Context: an optimization exercise on an open-source flow, tuned for small area. The choices shown serve that exercise and are no tape-out recipe.
Function was checked by simulation only, so behaviour that the tests miss may differ from the original.
The clock input has no modelled driver; a real chip could not lean on it and would need a root buffer or a full tree.
Power figures rest on the tool's default switching activity, not on a simulated workload.

==> inputs of job 3563 <==
==> flow/design.v <==
`timescale 1ns / 1ps
module mdc_if_top(
    input clk_8_3mhz,
    input reset_n,
    input mdio_in,
    output reg [15:0] read_reg_data,
    output read_valid,
    output busy,
    output mdio_out,
    output read_en
    );
reg [6:0] c;
reg [3:0] f;
reg [15:0] sr;
wire done = f[3] & f[2] & f[1];
wire rd   = f[0];
always @(posedge clk_8_3mhz)
begin
  if (!reset_n) begin
    c <= 7'd21;
    f <= 4'd15;
  end else begin
    c <= (&c) ? 7'd20 : c + 7'd1;
    if (c == 7'd27 && f != 4'd14)
      f <= f + 4'd1;
  end
end
reg [4:0] addr;
reg [15:0] data;
always @*
begin
  case (f[3:1])
    3'd0: begin addr = 5'h00; data = 16'hA000; end
    3'd1: begin addr = 5'h10; data = 16'h1023; end
    3'd2: begin addr = 5'h16; data = 16'h0002; end
    3'd3: begin addr = 5'h15; data = 16'h3000; end
    3'd4: begin addr = 5'h00; data = 16'hA000; end
    3'd5: begin addr = 5'h04; data = 16'h0081; end
    3'd6: begin addr = 5'h02; data = 16'h0000; end
    default: begin addr = 5'h05; data = 16'h2080; end  
  endcase
end
wire [31:0] frame = {2'b01, rd ? 2'b10 : 2'b01, 5'b00011, addr, 2'b10, data};
wire bit_out = frame[~c[4:0]];
assign mdio_out = ~reset_n | ~(c[6:5] == 2'b10) | bit_out | done;
assign busy = ~done & ~(c >= 7'd23 && c <= 7'd27);
assign read_en = reset_n & rd & (c == 7'd78 || (c >= 7'd80 && c <= 7'd96));
assign read_valid = rd & (c == 7'd20);
always @(posedge clk_8_3mhz)
  sr <= {sr[14:0], (rd && c[6:4] == 3'b101) ? mdio_in : sr[15]};
wire ld = rd & (&c);
wire ld1 = reset_n & ld;
wire ld0 = reset_n & ~ld;
always @(posedge clk_8_3mhz)
  read_reg_data <= ({16{ld1}} & {sr[14:0], sr[15]}) | ({16{ld0}} & read_reg_data);
endmodule
==> flow/flow/run.sh <==
#!/bin/bash
set -euo pipefail
W=$PWD
R=$W/orfs/results/sky130hd/mdc_if_top/base

# 1. standard synthesis, unchanged
bash standard.sh synth > 01_synth_standard.log 2>&1

# 2. re-map the combinational cells for area; flip-flops keep names and cells
cp $R/1_2_yosys.v $W/synth_standard.v
SYNTH_IN=$W/synth_standard.v SYNTH_OUT=$W/synth_remap.v \
  ABC_SCRIPTS="$(ls $W/flow/abc*.script | tr '\n' ' ')" \
  yosys -c $W/flow/remap.tcl > 02_remap.log 2>&1
cp $W/synth_remap.v $R/1_2_yosys.v
rm -f $R/1_synth.odb $R/1_synth.sdc

# 3. the rest of the standard flow
export BUFFER_PORTS_ARGS="-buffer_cell sky130_fd_sc_hd__buf_1"
export CTS_ARGS="-sink_clustering_enable -repair_clock_nets -dont_use_dummy_load -root_buf sky130_fd_sc_hd__clkbuf_4 -buf_list sky130_fd_sc_hd__clkbuf_4"
export POST_CTS_TCL=$W/flow/clock_tree.tcl CLKTREE_CANDIDATES="2 sky130_fd_sc_hd__clkbuf_8 4 sky130_fd_sc_hd__clkbuf_4 3 sky130_fd_sc_hd__clkbuf_8 4 sky130_fd_sc_hd__clkbuf_8" CLKTREE_MAX_SLEW=0.112 CLKTREE_PORT=clk_8_3mhz
bash standard.sh > 03_layout.log 2>&1
==> flow/flow/abc1.script <==
strash
&get -n
&deepsyn -T 20
&dch -f
&nf -R 1000
&put
==> flow/flow/abc2.script <==
strash
&get -n
&deepsyn -T 20
&dch -f
&nf -R 1000
&put
strash
&get -n
&deepsyn -T 20
&dch -f
&nf -R 1000
&put
==> flow/flow/abc3.script <==
strash
&get -n
&deepsyn -T 20
&dc2
&dch -f
&nf -R 1000
&put
==> flow/flow/abc4.script <==
strash
collapse
sop
fx
strash
&get -n
&deepsyn -T 20
&dch -f
&nf -R 1000
&put
==> flow/flow/abc5.script <==
strash
collapse
strash
&get -n
&deepsyn -T 20
&dch -f
&nf -R 1000
&put
==> flow/flow/clock_tree.tcl <==
# Replace the clock tree CTS built with a one-level tree: the clock port
# drives a few buffers, each placed at the centre of the flip-flops it
# drives, the flip-flops split into groups by position. The candidates in
# CLKTREE_CANDIDATES ("count cell" pairs, smallest area first) are tried in
# turn; the first whose estimated clock-pin slew stays under
# CLKTREE_MAX_SLEW (ns) is kept.
set block [ord::get_db_block]
set db [ord::get_db]
set clk_port_net [$block findNet $::env(CLKTREE_PORT)]

proc tree_cells {root} {
  # buffers and sinks below root
  set sinks {}; set bufs {}
  set todo [list $root]
  while {[llength $todo]} {
    set net [lindex $todo 0]
    set todo [lrange $todo 1 end]
    foreach it [$net getITerms] {
      if {[$it isOutputSignal]} { continue }
      set inst [$it getInst]
      set mname [[$inst getMaster] getName]
      if {[regexp {^sky130_fd_sc_hd__(clkbuf|clkinv|buf|inv|clkdlybuf)} $mname]} {
        if {[lsearch $bufs $inst] < 0} {
          lappend bufs $inst
          foreach o [$inst getITerms] {
            if {[$o isOutputSignal]} { lappend todo [$o getNet] }
          }
        }
      } else {
        lappend sinks $it
      }
    }
  }
  return [list $sinks $bufs]
}

proc rip_tree {root} {
  lassign [tree_cells $root] sinks bufs
  foreach b $bufs {
    set onets {}
    foreach o [$b getITerms] {
      if {[$o isOutputSignal]} { lappend onets [$o getNet] }
    }
    foreach it [$b getITerms] { $it disconnect }
    odb::dbInst_destroy $b
    foreach n $onets {
      if {$n != "NULL" && $n != $root} { odb::dbNet_destroy $n }
    }
  }
  foreach it $sinks { $it disconnect }
  return $sinks
}

proc split_groups {items k} {
  if {$k <= 1} { return [list $items] }
  set xs {}; set ys {}
  foreach e $items { lappend xs [lindex $e 0]; lappend ys [lindex $e 1] }
  set xs [lsort -integer $xs]; set ys [lsort -integer $ys]
  set axis [expr {([lindex $xs end] - [lindex $xs 0]) >= ([lindex $ys end] - [lindex $ys 0]) ? 0 : 1}]
  set items [lsort -integer -index $axis $items]
  set k1 [expr {$k / 2}]
  set n1 [expr {[llength $items] * $k1 / $k}]
  return [concat [split_groups [lrange $items 0 [expr {$n1 - 1}]] $k1] \
                 [split_groups [lrange $items $n1 end] [expr {$k - $k1}]]]
}

proc build_tree {root sinks nbuf cell} {
  set block [ord::get_db_block]
  set master [[ord::get_db] findMaster $cell]
  set items {}
  foreach it $sinks {
    set box [[$it getInst] getBBox]
    lappend items [list [expr {([$box xMin] + [$box xMax]) / 2}] [expr {([$box yMin] + [$box yMax]) / 2}] $it]
  }
  set groups [split_groups $items $nbuf]
  for {set g 0} {$g < $nbuf} {incr g} {
    set grp [lindex $groups $g]
    set net [odb::dbNet_create $block "clknet_leaf_$g"]
    $net setSigType CLOCK
    set inst [odb::dbInst_create $block $master "clkbuf_leaf_$g"]
    [$inst findITerm A] connect $root
    [$inst findITerm X] connect $net
    set sx 0; set sy 0
    foreach e $grp {
      [lindex $e 2] connect $net
      set sx [expr {$sx + [lindex $e 0]}]
      set sy [expr {$sy + [lindex $e 1]}]
    }
    set cnt [llength $grp]
    $inst setLocation [expr {$sx / $cnt}] [expr {$sy / $cnt}]
    $inst setPlacementStatus PLACED
    puts "clock_tree: clkbuf_leaf_$g ($cell) drives $cnt sinks"
  }
}

proc max_clk_slew {sinks} {
  set mx 0
  foreach it $sinks {
    set pin [get_pins [[$it getInst] getName]/[[$it getMTerm] getName]]
    set s [get_property $pin slew_max]
    if {$s > $mx} { set mx $s }
  }
  return $mx
}

$clk_port_net setSigType CLOCK
set sinks [rip_tree $clk_port_net]
puts "clock_tree: [llength $sinks] sinks"
set ncand [llength $::env(CLKTREE_CANDIDATES)]
set ci 0
foreach {nbuf cell} $::env(CLKTREE_CANDIDATES) {
  incr ci 2
  build_tree $clk_port_net $sinks $nbuf $cell
  detailed_placement
  estimate_parasitics -placement
  set s [max_clk_slew $sinks]
  puts "clock_tree: $nbuf x $cell: estimated clock-pin slew $s"
  if {$s <= $::env(CLKTREE_MAX_SLEW) || $ci >= $ncand} { break }
  set sinks [rip_tree $clk_port_net]
}
check_placement -verbose
estimate_parasitics -placement
repair_timing -hold
detailed_placement
check_placement -verbose
report_clock_skew
==> flow/flow/remap.tcl <==
# Re-map the combinational logic of the standard synthesis netlist for
# minimum area: each ABC script in ABC_SCRIPTS is tried and the smallest
# result kept. Flip-flop cells are black boxes throughout, so their instance
# names, cell types and connections stay as the standard synthesis made them.
yosys -import
set lib /OpenROAD-flow-scripts/flow/platforms/sky130hd/lib/sky130_fd_sc_hd__tt_025C_1v80.lib
read_liberty -ignore_miss_func $lib
blackbox sky130_fd_sc_hd__df* sky130_fd_sc_hd__edf* sky130_fd_sc_hd__sdf* sky130_fd_sc_hd__dl*
read_verilog $::env(SYNTH_IN)
hierarchy -top mdc_if_top
flatten
opt -purge
design -save base

set best_area 1e18
set best_file ""
set i 0
foreach script $::env(ABC_SCRIPTS) {
  incr i
  design -load base
  abc -liberty $lib -dont_use *probe* -dont_use *lpflow* -script $script
  opt_clean -purge
  set st [tee -q -s result.string stat -liberty $lib]
  regexp {Chip area for module '\\mdc_if_top': ([0-9.]+)} $st -> area
  puts "remap: $script area $area"
  write_verilog -noattr -selected -nohex -nodec $::env(SYNTH_OUT).try$i.v
  if {$area < $best_area} {
    set best_area $area
    set best_file $::env(SYNTH_OUT).try$i.v
  }
}
puts "remap: best $best_file area $best_area"

design -reset
read_liberty -lib $lib
read_verilog $best_file
hierarchy -top mdc_if_top
opt_clean -purge
yosys rename -hide w:*.*
opt_clean -purge
hilomap -singleton -hicell sky130_fd_sc_hd__conb_1 HI -locell sky130_fd_sc_hd__conb_1 LO
insbuf -buf sky130_fd_sc_hd__buf_1 A X
opt_clean -purge
tee -o $::env(SYNTH_OUT).stat stat -liberty $lib
check -assert -mapped
write_verilog -noattr -nohex -nodec $::env(SYNTH_OUT)
==> flow/standard.sh <==
#!/bin/bash
# synth_recipe.tcl (not shown) runs the flow's synth.tcl, then flattens the netlist and writes it again
# the make line also repeats each setting of config.mk as NAME=value (left out here)
make -C /OpenROAD-flow-scripts/flow DESIGN_CONFIG=/design/flow/config.mk WORK_HOME=/design/flow/orfs CLKGATE_MAP_FILE= SYNTH_SCRIPT=/design/flow/synth_recipe.tcl "${@:-finish}"
==> flow/config.mk <==
export PLATFORM = sky130hd
export DESIGN_NAME = mdc_if_top
export DESIGN_NICKNAME = mdc_if_top
export VERILOG_FILES = /design/flow/design.v
export SDC_FILE = /design/flow/constraint.sdc
export NUM_CORES = 4
export LEC_CHECK = 0
export CAP_MARGIN = 0
export CORE_MARGIN = 2
export CORE_UTILIZATION = 40
export GPL_TIMING_DRIVEN = 0
export SLEW_MARGIN = 0
==> flow/constraint.sdc <==
create_clock -name core_clock -period 20.0 [get_ports {clk_8_3mhz}]
set_input_delay 4.0000 -clock core_clock [delete_from_list [all_inputs] [get_ports {clk_8_3mhz}]]
set_output_delay 4.0000 -clock core_clock [all_outputs]
set_load 0.01 [all_outputs]
==> job 5995 (differences from job 3563) <==
--- a/flow/flow/run.sh
+++ b/flow/flow/run.sh
@@ -1,2 +1,6 @@
 #!/bin/bash
+# Layout flow: the standard synthesis, then an area-only re-mapping of
+# the combinational logic (registers untouched), then the standard ORFS
+# steps with minimum-size port buffers and a one-level clock tree
+# (clock_tree.tcl replaces the tree CTS builds).
 set -euo pipefail
@@ -19,3 +23,3 @@
 export CTS_ARGS="-sink_clustering_enable -repair_clock_nets -dont_use_dummy_load -root_buf sky130_fd_sc_hd__clkbuf_4 -buf_list sky130_fd_sc_hd__clkbuf_4"
-export POST_CTS_TCL=$W/flow/clock_tree.tcl CLKTREE_CANDIDATES="2 sky130_fd_sc_hd__clkbuf_8 4 sky130_fd_sc_hd__clkbuf_4 3 sky130_fd_sc_hd__clkbuf_8 4 sky130_fd_sc_hd__clkbuf_8" CLKTREE_MAX_SLEW=0.112 CLKTREE_PORT=clk_8_3mhz
+export POST_CTS_TCL=$W/flow/clock_tree.tcl CLKTREE_NBUF=2 CLKTREE_CELL=sky130_fd_sc_hd__clkbuf_8 CLKTREE_PORT=clk_8_3mhz
 bash standard.sh > 03_layout.log 2>&1
==> flow/flow/clock_tree.tcl (replaced) <==
# Replace the clock tree CTS built with a one-level tree: the clock port
# drives CLKTREE_NBUF buffers (CLKTREE_CELL), each placed at the centre of
# the flip-flops it drives. The flip-flops are split into groups by position.
set block [ord::get_db_block]
set db [ord::get_db]
set nbuf $::env(CLKTREE_NBUF)
set master [$db findMaster $::env(CLKTREE_CELL)]
set clk_port_net [$block findNet $::env(CLKTREE_PORT)]

# collect the clock sinks and the CTS buffers below the port
set sinks {}
set bufs {}
set todo [list $clk_port_net]
while {[llength $todo]} {
  set net [lindex $todo 0]
  set todo [lrange $todo 1 end]
  foreach it [$net getITerms] {
    set inst [$it getInst]
    set mname [[$inst getMaster] getName]
    if {[string match "sky130_fd_sc_hd__clkbuf_*" $mname] || [string match "sky130_fd_sc_hd__clkinv_*" $mname] || [string match "sky130_fd_sc_hd__buf_*" $mname]} {
      if {[$it isOutputSignal]} { continue }
      if {[lsearch $bufs $inst] < 0} {
        lappend bufs $inst
        lappend todo [[$inst findITerm X] getNet]
      }
    } else {
      if {[$it isInputSignal]} { lappend sinks $it }
    }
  }
}
puts "clock_tree: [llength $sinks] sinks, removing [llength $bufs] CTS cells"
foreach b $bufs {
  set onet [[$b findITerm X] getNet]
  foreach it [$b getITerms] { $it disconnect }
  odb::dbInst_destroy $b
  if {$onet != "NULL" && $onet != $clk_port_net} { odb::dbNet_destroy $onet }
}
foreach it $sinks { $it disconnect }

# split the sinks into nbuf groups of near-equal size by recursive
# bisection along the longer side of each group's bounding box
set items {}
foreach it $sinks {
  set box [[$it getInst] getBBox]
  lappend items [list [expr {([$box xMin] + [$box xMax]) / 2}] [expr {([$box yMin] + [$box yMax]) / 2}] $it]
}
proc split_groups {items k} {
  if {$k <= 1} { return [list $items] }
  set xs {}; set ys {}
  foreach e $items { lappend xs [lindex $e 0]; lappend ys [lindex $e 1] }
  set xs [lsort -integer $xs]; set ys [lsort -integer $ys]
  set axis [expr {([lindex $xs end] - [lindex $xs 0]) >= ([lindex $ys end] - [lindex $ys 0]) ? 0 : 1}]
  set items [lsort -integer -index $axis $items]
  set k1 [expr {$k / 2}]
  set n1 [expr {[llength $items] * $k1 / $k}]
  return [concat [split_groups [lrange $items 0 [expr {$n1 - 1}]] $k1] \
                 [split_groups [lrange $items $n1 end] [expr {$k - $k1}]]]
}
set groups [split_groups $items $nbuf]
for {set g 0} {$g < $nbuf} {incr g} {
  set grp [lindex $groups $g]
  set net [odb::dbNet_create $block "clknet_leaf_$g"]
  $net setSigType CLOCK
  set inst [odb::dbInst_create $block $master "clkbuf_leaf_$g"]
  [$inst findITerm A] connect $clk_port_net
  [$inst findITerm X] connect $net
  set sx 0; set sy 0
  foreach e $grp {
    [lindex $e 2] connect $net
    set sx [expr {$sx + [lindex $e 0]}]
    set sy [expr {$sy + [lindex $e 1]}]
  }
  set cnt [llength $grp]
  $inst setLocation [expr {$sx / $cnt}] [expr {$sy / $cnt}]
  $inst setPlacementStatus PLACED
  puts "clock_tree: clkbuf_leaf_$g drives $cnt sinks"
}
$clk_port_net setSigType CLOCK
detailed_placement
check_placement -verbose
estimate_parasitics -placement
repair_timing -hold
detailed_placement
check_placement -verbose
report_clock_skew
- CAP_MARGIN: 0 -> 20
- GPL_TIMING_DRIVEN: 0 -> not set
- SLEW_MARGIN: 0 -> 20
==> comparison table <==
Status: job 5995 timing/DRC/antenna clean; job 3563 timing/DRC/antenna clean
Maximum number of pins on one net before global-route repair: job 5995 23; job 3563 18
FF-to-FF setup slack: job 5995 17.89 ns; job 3563 17.02 ns
Sequential group share of total power: job 5995 67.3%; job 3563 68.1%
Global-route usage over all layers: job 5995 14.8%; job 3563 14.5%
Design Area, Final: job 5995 1590 um2; job 3563 1590 um2
Combinational share of power: job 5995 11.0%; job 3563 11.2%
CP endpoint: job 5995 read_en; job 3563 mdio_out
Peak-usage layer in the global routing report: job 5995 met2; job 3563 met1
Area growth, synth to finish: job 5995 12.6%; job 3563 12.0%
Flip-flop and latch share of the layout cell area: job 5995 54.2%; job 3563 54.3%
First-pass GRT wire length: job 5995 4820 um; job 3563 4700 um
Int Power: job 5995 0.000105 W; job 3563 0.000105 W
Initial cell density of the core: job 5995 41.9%; job 3563 42.1%
Fraction of standard cell area in multi-input logic: job 5995 34.3%; job 3563 34.5%
No run of this note takes its clock network from TritonCTS; it comes from the design's own scripts or RTL.

re-timing with driven ports:
No port has a modelled driver above. Below, the same layouts with a new extraction and two added sets of constraints.
Step 1 sets driving cells, clkbuf_16 on the clock port and buf_2 on the other inputs (assumed; they add their load-dependent delay and slew).
Step 2 adds t to the input delays and takes it off the output delays; t is the mean of the earliest and latest rising clock arrival at the registers after step 1. Input paths then give back, and output paths get back, about the clock's delay inside the block.
Three values: no drivers, after step 1, after step 2; two values: the first two.
run | t (ns) | slack for setup (ns) | cell pins on the clock port's net
job 3563 | 0.200 | 11.035 / 11.014 / 11.014 | 4
job 5995 | 0.204 | 11.214 / 11.190 / 11.190 | 2
After both steps every run listed still meets setup and hold. For job 5995, which loses most, drivers alone change the setup slack by -0.024 ns; drivers and shift together by -0.024 ns.
